Source: an optimization exercise on an open RTL-to-GDS flow (aim: small area, a short achievable clock period and few clock cycles). Production flows keep margins and buffers that such runs may drop.
The flow treats the clock pin as an ideal source. Dropping or thinning the clock tree relies on that and would not hold on a real chip.

Setup of job 101:
==> flow/design.v <==
`timescale 1ns/10ps
module LBP ( clk, reset, gray_addr, gray_req, gray_ready, gray_data, lbp_addr, lbp_valid, lbp_data, finish);
input   	clk;
input   	reset;
output  reg [13:0] 	gray_addr;
output  reg      	gray_req;
input   	    gray_ready;
input   [7:0] 	gray_data;
output  reg [13:0] 	lbp_addr;
output  reg 	lbp_valid;
output  reg [7:0] 	lbp_data;
output  reg 	finish;
localparam K = 10;
reg        run;       
reg [3:0]  idx;       
reg [3:0]  s;         
reg [3:0]  rh;        
reg [6:0]  col;       
reg        cend;      
reg        at7;       
reg        last;      
reg        v1, f1;    
reg        first;     
reg        wrapped;   
wire       step_col = run & last;            
wire       step_strip = step_col & cend;     
wire [3:0] idx_n = !run ? idx : last ? 4'd0 : idx + 4'd1;
wire [3:0] s_p1 = s + 4'd1;
wire [3:0] s_n = step_strip ? s_p1 : s;
wire [6:0] col_n = step_col ? col + 7'd1 : col;
wire [3:0] rh_n = (run & at7) ? rh + 4'd1 : (step_col & ~cend) ? rh - 4'd1 : rh;
always @(posedge clk or posedge reset) begin
    if (reset) run <= 1'b0;
    else run <= run | gray_ready;
end
always @(posedge clk) begin
    if (!run) begin
        idx <= 4'd0;
        s <= 4'd0;
        rh <= 4'd0;
        col <= 7'd0;
        cend <= 1'b0;
        at7 <= 1'b0;
        last <= 1'b0;
        first <= 1'b0;
        wrapped <= 1'b0;
    end else begin
        first <= last;
        wrapped <= last & cend;
        idx <= last ? 4'd0 : idx + 4'd1;
        s <= s_n;
        rh <= rh_n;
        col <= col_n;
        if (last) cend <= (col == 7'd126);
        at7 <= (idx == 4'd6);
        last <= (idx == 4'd8);
    end
end
wire [2:0] idx_m2 = idx[2:0] - 3'd2;
wire [6:0] lrow = first ? {(wrapped ? s : s_p1), 3'd0} : {s, idx_m2};
wire [6:0] lcol = first ? col - 7'd2 : col - 7'd1;
function [1:0] cmp2;
    input [7:0] a, b;
    reg [7:0] g, p;
    reg g76, p76, g54, p54, g32, p32, g10, p10, g74, p74, g30, p30, gg, pp;
    begin
        g = a & ~b;
        p = a | ~b;
        g76 = g[7] | (p[7] & g[6]);  p76 = p[7] & p[6];
        g54 = g[5] | (p[5] & g[4]);  p54 = p[5] & p[4];
        g32 = g[3] | (p[3] & g[2]);  p32 = p[3] & p[2];
        g10 = g[1] | (p[1] & g[0]);  p10 = p[1] & p[0];
        g74 = g76 | (p76 & g54);     p74 = p76 & p54;
        g30 = g32 | (p32 & g10);     p30 = p32 & p10;
        gg  = g74 | (p74 & g30);     pp  = p74 & p30;
        cmp2 = {gg | pp, ~gg};
    end
endfunction
reg [7:0]  sr [0:K+1];  
reg [2:0]  pb [0:K];    
reg        q5;          
reg        q1;          
reg        q2a, q2b;    
wire [7:0] p  = sr[0];      
wire [7:0] dl = sr[K-1];    
wire [7:0] l  = sr[K];      
wire [7:0] ul = sr[K+1];    
wire p_ge_ul, ul_ge_p, p_ge_l, l_ge_p, p_ge_dl, dl_ge_p, l_ge_ul, ul_ge_l;
assign {p_ge_ul, ul_ge_p} = cmp2(p, ul);
assign {p_ge_l,  l_ge_p}  = cmp2(p, l);
assign {p_ge_dl, dl_ge_p} = cmp2(p, dl);
assign {l_ge_ul, ul_ge_l} = cmp2(l, ul);
integer j;
always @(posedge clk) begin
    sr[0] <= gray_data;
    for (j = 1; j <= K+1; j = j + 1) sr[j] <= sr[j-1];
    pb[0] <= {dl_ge_p, l_ge_p, ul_ge_p};
    for (j = 1; j <= K; j = j + 1) pb[j] <= pb[j-1];
    q5 <= p_ge_l;
    q1 <= ul_ge_l;
    q2a <= p_ge_dl;
    q2b <= q2a;
    gray_req <= run | gray_ready;
    gray_addr <= {rh_n, idx_n[2:0], col_n};
    v1 <= run && (idx[3:1] != 3'd0) && (col[6:1] != 6'd0) && !(s == 4'd15 && idx[3]);
    f1 <= run && cend && (s == 4'd15) && (idx == 4'd7);
    lbp_valid <= v1 & run;    
    finish <= f1 & run;
    lbp_addr <= {lrow, lcol};
    lbp_data <= {p_ge_ul, l_ge_ul, pb[K][2], q5, pb[K][1], q2b, q1, pb[K][0]};
end
endmodule
clock: 3.3 ns
lec_check: 0
cap_margin: 20
core_margin: 2
core_utilization: 40
place_density: 0.6
setup_slack_margin: 2.0
slew_margin: 20
standard.sh (not shown) runs the stock make flow with config.mk's settings and CLKGATE_MAP_FILE= SYNTH_SCRIPT=/design/flow/synth_recipe.tcl, a recipe that flattens the netlist after the stock synthesis.
==> flow/flow/run.sh <==
#!/bin/bash
# Own layout flow: the standard flow (standard.sh, unchanged synthesis),
# with two hooks: flow/ports.tcl after global placement sets the port
# buffers' cells (POST_GLOBAL_PLACE_TCL), and flow/clock_tree.tcl builds a
# two-level clock tree before CTS, which TritonCTS then skips (PRE_CTS_TCL).
# standard.sh's output goes to standard.log; each ORFS step keeps its own log
# under orfs/logs.
set -euo pipefail
cd "$(dirname "$0")/.."
export POST_GLOBAL_PLACE_TCL="$(pwd)/flow/ports.tcl"
export PRE_CTS_TCL="$(pwd)/flow/clock_tree.tcl"
export MY_CLK_NLEAF=8 MY_CLK_LEAF=sky130_fd_sc_hd__clkinv_16 MY_CLK_TOP=sky130_fd_sc_hd__clkinv_8
bash standard.sh > standard.log 2>&1
Other scripts of this flow, unchanged in this note and not shown: flow/flow/clock_tree.tcl, flow/flow/ports.tcl
Job 101: PASS, flow complete, no timing, DRC or antenna violations
Edits applied to the flow inputs when going from job 101 to job 102:
==> flow/design.v, changed modules only <==
module LBP ( clk, reset, gray_addr, gray_req, gray_ready, gray_data, lbp_addr, lbp_valid, lbp_data, finish);
input   	clk;
input   	reset;
output      [13:0] 	gray_addr;
output  reg      	gray_req;
input   	    gray_ready;
input   [7:0] 	gray_data;
output  reg [13:0] 	lbp_addr;
output  reg 	lbp_valid;
output  reg [7:0] 	lbp_data;
output  reg 	finish;
localparam K = 10;
reg        run;       
reg [3:0]  idx;       
reg [3:0]  s;         
reg [3:0]  rh;        
reg [6:0]  col;       
reg        cend;      
reg        at7;       
reg        last;      
reg        v1, f1;    
reg        first;     
reg        wrapped;   
assign gray_addr = {rh, idx[2:0], col};
wire       step_strip = last & cend;         
wire [3:0] idx_n = !run ? 4'd0 : last ? 4'd0 : idx + 4'd1;
wire [3:0] s_p1 = s + 4'd1;
wire [3:0] s_n = step_strip ? s_p1 : s;
wire [6:0] col_n = last ? col + 7'd1 : col;
wire [3:0] rh_n = at7 ? rh + 4'd1 : (last & ~cend) ? rh - 4'd1 : rh;
always @(posedge clk or posedge reset) begin
    if (reset) run <= 1'b0;
    else run <= run | gray_ready;
end
always @(posedge clk) begin
    if (!run) begin
        idx <= 4'd0;
        s <= 4'd0;
        rh <= 4'd0;
        col <= 7'd0;
        cend <= 1'b0;
        at7 <= 1'b0;
        last <= 1'b0;
        first <= 1'b0;
        wrapped <= 1'b0;
    end else begin
        first <= last;
        wrapped <= last & cend;
        idx <= idx_n;
        s <= s_n;
        rh <= rh_n;
        col <= col_n;
        if (last) cend <= (col == 7'd126);
        at7 <= (idx == 4'd6);
        last <= (idx == 4'd8);
    end
end
wire [2:0] idx_m2 = idx[2:0] - 3'd2;
wire [6:0] lrow = first ? {(wrapped ? s : s_p1), 3'd0} : {s, idx_m2};
wire [6:0] lcol = col + {6'b111111, ~first};    
function [1:0] cmp2;
    input [7:0] a, b;
    reg [7:0] g, p;
    reg g76, p76, g54, p54, g32, p32, g10, p10, g74, p74, g30, p30, gg, pp;
    begin
        g = a & ~b;
        p = a | ~b;
        g76 = g[7] | (p[7] & g[6]);  p76 = p[7] & p[6];
        g54 = g[5] | (p[5] & g[4]);  p54 = p[5] & p[4];
        g32 = g[3] | (p[3] & g[2]);  p32 = p[3] & p[2];
        g10 = g[1] | (p[1] & g[0]);  p10 = p[1] & p[0];
        g74 = g76 | (p76 & g54);     p74 = p76 & p54;
        g30 = g32 | (p32 & g10);     p30 = p32 & p10;
        gg  = g74 | (p74 & g30);     pp  = p74 & p30;
        cmp2 = {gg | pp, ~gg};
    end
endfunction
reg [7:0]  sr [0:K+1];  
reg [2:0]  pb [0:K];    
reg        q5;          
reg        q1;          
reg        q2a, q2b;    
wire [7:0] p  = sr[0];      
wire [7:0] dl = sr[K-1];    
wire [7:0] l  = sr[K];      
wire [7:0] ul = sr[K+1];    
wire p_ge_ul, ul_ge_p, p_ge_l, l_ge_p, p_ge_dl, dl_ge_p, l_ge_ul, ul_ge_l;
assign {p_ge_ul, ul_ge_p} = cmp2(p, ul);
assign {p_ge_l,  l_ge_p}  = cmp2(p, l);
assign {p_ge_dl, dl_ge_p} = cmp2(p, dl);
assign {l_ge_ul, ul_ge_l} = cmp2(l, ul);
integer j;
always @(posedge clk) begin
    sr[0] <= gray_data;
    for (j = 1; j <= K+1; j = j + 1) sr[j] <= sr[j-1];
    pb[0] <= {dl_ge_p, l_ge_p, ul_ge_p};
    for (j = 1; j <= K; j = j + 1) pb[j] <= pb[j-1];
    q5 <= p_ge_l;
    q1 <= ul_ge_l;
    q2a <= p_ge_dl;
    q2b <= q2a;
    gray_req <= run | gray_ready;
    v1 <= run && (idx[3:1] != 3'd0) && (col[6:1] != 6'd0) && !(s == 4'd15 && idx[3]);
    f1 <= run && cend && (s == 4'd15) && (idx == 4'd7);
    lbp_valid <= v1 & run;    
    finish <= f1 & run;
    lbp_addr <= {lrow, lcol};
    lbp_data <= {p_ge_ul, l_ge_ul, pb[K][2], q5, pb[K][1], q2b, q1, pb[K][0]};
end
endmodule
==> comparison <==
- Job 102 and job 101 ended up with nearly the same met3 usage in global routing.
- Lower maximum single-stage delay on the critical path was reported by job 102, not job 101.
- In the reports for job 102 and job 101, the smaller cell count after synthesis belongs to job 102.
- Comparing global-route usage for job 102 and job 101, the smaller number came from job 101.
- Job 101 gets by with more registers than job 102.
- The higher total length of routed wires of job 102 and job 101 is in job 101.
- Job 102 has more setup slack than job 101.
- Of job 102 and job 101, job 101 shows the higher sequential share of layout area, with job 102 below it.
- Job 102 does better than job 101 on global-route wire length before repair.
No run of this note included a check of the RTL's function; only the layout flow was run. In every run of this note, the design's own scripts or RTL, not TritonCTS, make the clock network.


== before ==
Another version of the RTL of LBP (not shown whole).
Size: about 210 flip-flops, ~50 I/O pins, about 0.0057 mm2 of cells after synthesis.
## LBP
module LBP ( clk, reset, gray_addr, gray_req, gray_ready, gray_data, lbp_addr, lbp_valid, lbp_data, finish);
==> module LBP, before the edit <==
module LBP ( clk, reset, gray_addr, gray_req, gray_ready, gray_data, lbp_addr, lbp_valid, lbp_data, finish);
input   	clk;
input   	reset;
output  reg [13:0] 	gray_addr;
output  reg      	gray_req;
input   	    gray_ready;
input   [7:0] 	gray_data;
output  reg [13:0] 	lbp_addr;
output  reg 	lbp_valid;
output  reg [7:0] 	lbp_data;
output  reg 	finish;
localparam K = 10;
reg        run;       
reg [3:0]  idx;       
reg [3:0]  s;         
reg [3:0]  rh;        
reg [6:0]  col;       
reg        cend;      
reg        at7;       
reg        last;      
reg        v1, f1;    
reg        first;     
reg        wrapped;   
wire       step_strip = last & cend;         
wire [3:0] idx_n = !run ? 4'd0 : last ? 4'd0 : idx + 4'd1;
wire [3:0] s_p1 = s + 4'd1;
wire [3:0] s_n = step_strip ? s_p1 : s;
wire [6:0] col_n = last ? col + 7'd1 : col;
wire [3:0] rh_n = at7 ? rh + 4'd1 : (last & ~cend) ? rh - 4'd1 : rh;
always @(posedge clk or posedge reset) begin
    if (reset) run <= 1'b0;
    else run <= run | gray_ready;
end
always @(posedge clk) begin
    if (!run) begin
        idx <= 4'd0;
        s <= 4'd0;
        rh <= 4'd0;
        col <= 7'd0;
        cend <= 1'b0;
        at7 <= 1'b0;
        last <= 1'b0;
        first <= 1'b0;
        wrapped <= 1'b0;
    end else begin
        first <= last;
        wrapped <= last & cend;
        idx <= idx_n;
        s <= s_n;
        rh <= rh_n;
        col <= col_n;
        if (last) cend <= (col == 7'd126);
        at7 <= (idx == 4'd6);
        last <= (idx == 4'd8);
    end
end
wire [2:0] idx_m2 = idx[2:0] - 3'd2;
wire [6:0] lrow = first ? {(wrapped ? s : s_p1), 3'd0} : {s, idx_m2};
wire [6:0] lcol = col + {6'b111111, ~first};    
function [1:0] cmp2;
    input [7:0] a, b;
    reg [7:0] g, p;
    reg g76, p76, g54, p54, g32, p32, g10, p10, g74, p74, g30, p30, gg, pp;
    begin
        g = a & ~b;
        p = a | ~b;
        g76 = g[7] | (p[7] & g[6]);  p76 = p[7] & p[6];
        g54 = g[5] | (p[5] & g[4]);  p54 = p[5] & p[4];
        g32 = g[3] | (p[3] & g[2]);  p32 = p[3] & p[2];
        g10 = g[1] | (p[1] & g[0]);  p10 = p[1] & p[0];
        g74 = g76 | (p76 & g54);     p74 = p76 & p54;
        g30 = g32 | (p32 & g10);     p30 = p32 & p10;
        gg  = g74 | (p74 & g30);     pp  = p74 & p30;
        cmp2 = {gg | pp, ~gg};
    end
endfunction
reg [7:0]  sr [0:K+1];  
reg [2:0]  pb [0:K];    
reg        q5;          
reg        q1;          
reg        q2a, q2b;    
reg [1:0]  h_ul, h_l, h_dl;
wire [7:0] p  = sr[0];      
wire [7:0] dl = sr[K-1];    
wire [7:0] l  = sr[K];      
wire [7:0] ul = sr[K+1];    
function [1:0] gtlt4;
    input [3:0] a, b;
    reg [3:0] ga, pa, gb, pb;
    begin
        ga = a & ~b;  pa = a | ~b;
        gb = b & ~a;  pb = b | ~a;
        gtlt4 = {ga[3] | (pa[3] & (ga[2] | (pa[2] & (ga[1] | (pa[1] & ga[0]))))),
                 gb[3] | (pb[3] & (gb[2] | (pb[2] & (gb[1] | (pb[1] & gb[0])))))};
    end
endfunction
function [1:0] cmp2h;
    input [1:0] h;
    input [3:0] a, b;
    reg [1:0] lo;
    begin
        lo = gtlt4(a, b);
        cmp2h = {h[1] | (~h[0] & ~lo[0]), h[0] | (~h[1] & ~lo[1])};
    end
endfunction
wire p_ge_ul, ul_ge_p, p_ge_l, l_ge_p, p_ge_dl, dl_ge_p, l_ge_ul, ul_ge_l;
assign {p_ge_ul, ul_ge_p} = cmp2h(h_ul, p[3:0], ul[3:0]);
assign {p_ge_l,  l_ge_p}  = cmp2h(h_l, p[3:0], l[3:0]);
assign {p_ge_dl, dl_ge_p} = cmp2h(h_dl, p[3:0], dl[3:0]);
assign {l_ge_ul, ul_ge_l} = cmp2(l, ul);
integer j;
always @(posedge clk) begin
    sr[0] <= gray_data;
    h_ul <= gtlt4(gray_data[7:4], sr[K][7:4]);
    h_l  <= gtlt4(gray_data[7:4], sr[K-1][7:4]);
    h_dl <= gtlt4(gray_data[7:4], sr[K-2][7:4]);
    for (j = 1; j <= K+1; j = j + 1) sr[j] <= sr[j-1];
    pb[0] <= {dl_ge_p, l_ge_p, ul_ge_p};
    for (j = 1; j <= K; j = j + 1) pb[j] <= pb[j-1];
    q5 <= p_ge_l;
    q1 <= ul_ge_l;
    q2a <= p_ge_dl;
    q2b <= q2a;
    gray_req <= run | gray_ready;
    gray_addr <= {rh_n, idx_n[2:0], col_n};
    v1 <= run && (idx[3:1] != 3'd0) && (col[6:1] != 6'd0) && !(s == 4'd15 && idx[3]);
    f1 <= run && cend && (s == 4'd15) && (idx == 4'd7);
    lbp_valid <= v1 & run;    
    finish <= f1 & run;
    lbp_addr <= {lrow, lcol};
    lbp_data <= {p_ge_ul, l_ge_ul, pb[K][2], q5, pb[K][1], q2b, q1, pb[K][0]};
end
endmodule
clock: 3.3 ns
lec_check: 0
cap_margin: 20
core_margin: 2
core_utilization: 55
place_density: 0.75
setup_slack_margin: 2.0
slew_margin: 20
Scripts as last shown in full above: flow/flow/run.sh
Other scripts of this flow, unchanged in this note and not shown: flow/flow/clock_tree.tcl, flow/flow/ports.tcl
Here is what was changed in the inputs of after compared with before.
diff --git a/flow/design.v b/flow/design.v
--- a/flow/design.v
+++ b/flow/design.v
@@ -1,10 +1,10 @@
 `timescale 1ns/10ps
 module LBP ( clk, reset, gray_addr, gray_req, gray_ready, gray_data, lbp_addr, lbp_valid, lbp_data, finish);
 input   	clk;
 input   	reset;
-output  reg [13:0] 	gray_addr;
+output      [13:0] 	gray_addr;
 output  reg      	gray_req;
 input   	    gray_ready;
 input   [7:0] 	gray_data;
 output  reg [13:0] 	lbp_addr;
 output  reg 	lbp_valid;
@@ -20,10 +20,11 @@
 reg        at7;       
 reg        last;      
 reg        v1, f1;    
 reg        first;     
 reg        wrapped;   
+assign gray_addr = {rh, idx[2:0], col};
 wire       step_strip = last & cend;         
 wire [3:0] idx_n = !run ? 4'd0 : last ? 4'd0 : idx + 4'd1;
 wire [3:0] s_p1 = s + 4'd1;
 wire [3:0] s_n = step_strip ? s_p1 : s;
 wire [6:0] col_n = last ? col + 7'd1 : col;
@@ -78,54 +79,30 @@
 reg [7:0]  sr [0:K+1];  
 reg [2:0]  pb [0:K];    
 reg        q5;          
 reg        q1;          
 reg        q2a, q2b;    
-reg [1:0]  h_ul, h_l, h_dl;
 wire [7:0] p  = sr[0];      
 wire [7:0] dl = sr[K-1];    
 wire [7:0] l  = sr[K];      
 wire [7:0] ul = sr[K+1];    
-function [1:0] gtlt4;
-    input [3:0] a, b;
-    reg [3:0] ga, pa, gb, pb;
-    begin
-        ga = a & ~b;  pa = a | ~b;
-        gb = b & ~a;  pb = b | ~a;
-        gtlt4 = {ga[3] | (pa[3] & (ga[2] | (pa[2] & (ga[1] | (pa[1] & ga[0]))))),
-                 gb[3] | (pb[3] & (gb[2] | (pb[2] & (gb[1] | (pb[1] & gb[0])))))};
-    end
-endfunction
-function [1:0] cmp2h;
-    input [1:0] h;
-    input [3:0] a, b;
-    reg [1:0] lo;
-    begin
-        lo = gtlt4(a, b);
-        cmp2h = {h[1] | (~h[0] & ~lo[0]), h[0] | (~h[1] & ~lo[1])};
-    end
-endfunction
 wire p_ge_ul, ul_ge_p, p_ge_l, l_ge_p, p_ge_dl, dl_ge_p, l_ge_ul, ul_ge_l;
-assign {p_ge_ul, ul_ge_p} = cmp2h(h_ul, p[3:0], ul[3:0]);
-assign {p_ge_l,  l_ge_p}  = cmp2h(h_l, p[3:0], l[3:0]);
-assign {p_ge_dl, dl_ge_p} = cmp2h(h_dl, p[3:0], dl[3:0]);
+assign {p_ge_ul, ul_ge_p} = cmp2(p, ul);
+assign {p_ge_l,  l_ge_p}  = cmp2(p, l);
+assign {p_ge_dl, dl_ge_p} = cmp2(p, dl);
 assign {l_ge_ul, ul_ge_l} = cmp2(l, ul);
 integer j;
 always @(posedge clk) begin
     sr[0] <= gray_data;
-    h_ul <= gtlt4(gray_data[7:4], sr[K][7:4]);
-    h_l  <= gtlt4(gray_data[7:4], sr[K-1][7:4]);
-    h_dl <= gtlt4(gray_data[7:4], sr[K-2][7:4]);
     for (j = 1; j <= K+1; j = j + 1) sr[j] <= sr[j-1];
     pb[0] <= {dl_ge_p, l_ge_p, ul_ge_p};
     for (j = 1; j <= K; j = j + 1) pb[j] <= pb[j-1];
     q5 <= p_ge_l;
     q1 <= ul_ge_l;
     q2a <= p_ge_dl;
     q2b <= q2a;
     gray_req <= run | gray_ready;
-    gray_addr <= {rh_n, idx_n[2:0], col_n};
     v1 <= run && (idx[3:1] != 3'd0) && (col[6:1] != 6'd0) && !(s == 4'd15 && idx[3]);
     f1 <= run && cend && (s == 4'd15) && (idx == 4'd7);
     lbp_valid <= v1 & run;    
     finish <= f1 & run;
     lbp_addr <= {lrow, lcol};
--- outcome ---
The required time of the critical path on after is in line with that on before. Compared with before, in after vias per cell increased by 1.6% relative to the old numbers; maximum clock rate increased by 18% relative to the old numbers; via count decreased by 4.8% relative to the old numbers. Row post-placement setup slack: after higher / before lower. Synthesis-to-finish area growth was lower in the run labelled before. In the metrics for after and before, the one carrying the lower utilization after layout is before. Between before and after, met2 wirelength from detailed routing increased. Diff after and before: final wirelength higher in before. Diff before -> after: final critical path time including I/O delays and setup fell by 0.26 ns; cell area fell by about 6.4%.
No functional check of the RTL was part of any run of this note. No run of this note takes its clock network from TritonCTS; it comes from the design's own scripts or RTL.

==> port drivers added, routing unchanged <==
The results above use ideal ports. As a check the final layouts listed here were re-extracted and re-timed, cells and wires unchanged.
Step 1, drivers: a clkbuf_16 drives clk and a buf_2 each remaining input, both assumed.
Step 2, shift: input delay + t, output delay - t, t = (earliest + latest rising clock arrival at the registers) / 2. This alone moves slack from input paths to output paths.
a / b / c = ideal ports / drivers / drivers and shift; a / b = the first two.
run	t, ns	slack for setup (ns)	worst hold slack (ns)	clock arrival spread, ns	worst data-port slew with drivers (ns)
job 101	0.304	1.816 / 1.816 / 1.816	0.299 / 0.192 / 0.322	0.011 / 0.010	0.04
job 102	0.302	1.921 / 1.810 / 1.921	0.296 / 0.180 / 0.315	0.013 / 0.014	0.03
before	0.309	1.594 / 1.675 / 1.366	0.283 / 0.160 / 0.319	0.007 / 0.007	0.06
after	0.297	1.857 / 1.824 / 1.857	0.296 / 0.182 / 0.320	0.012 / 0.012	0.03
After both steps setup and hold are still met in every run listed. The setup slack of before, which loses most, moves by +0.081 ns with the drivers and by -0.228 ns with both steps.
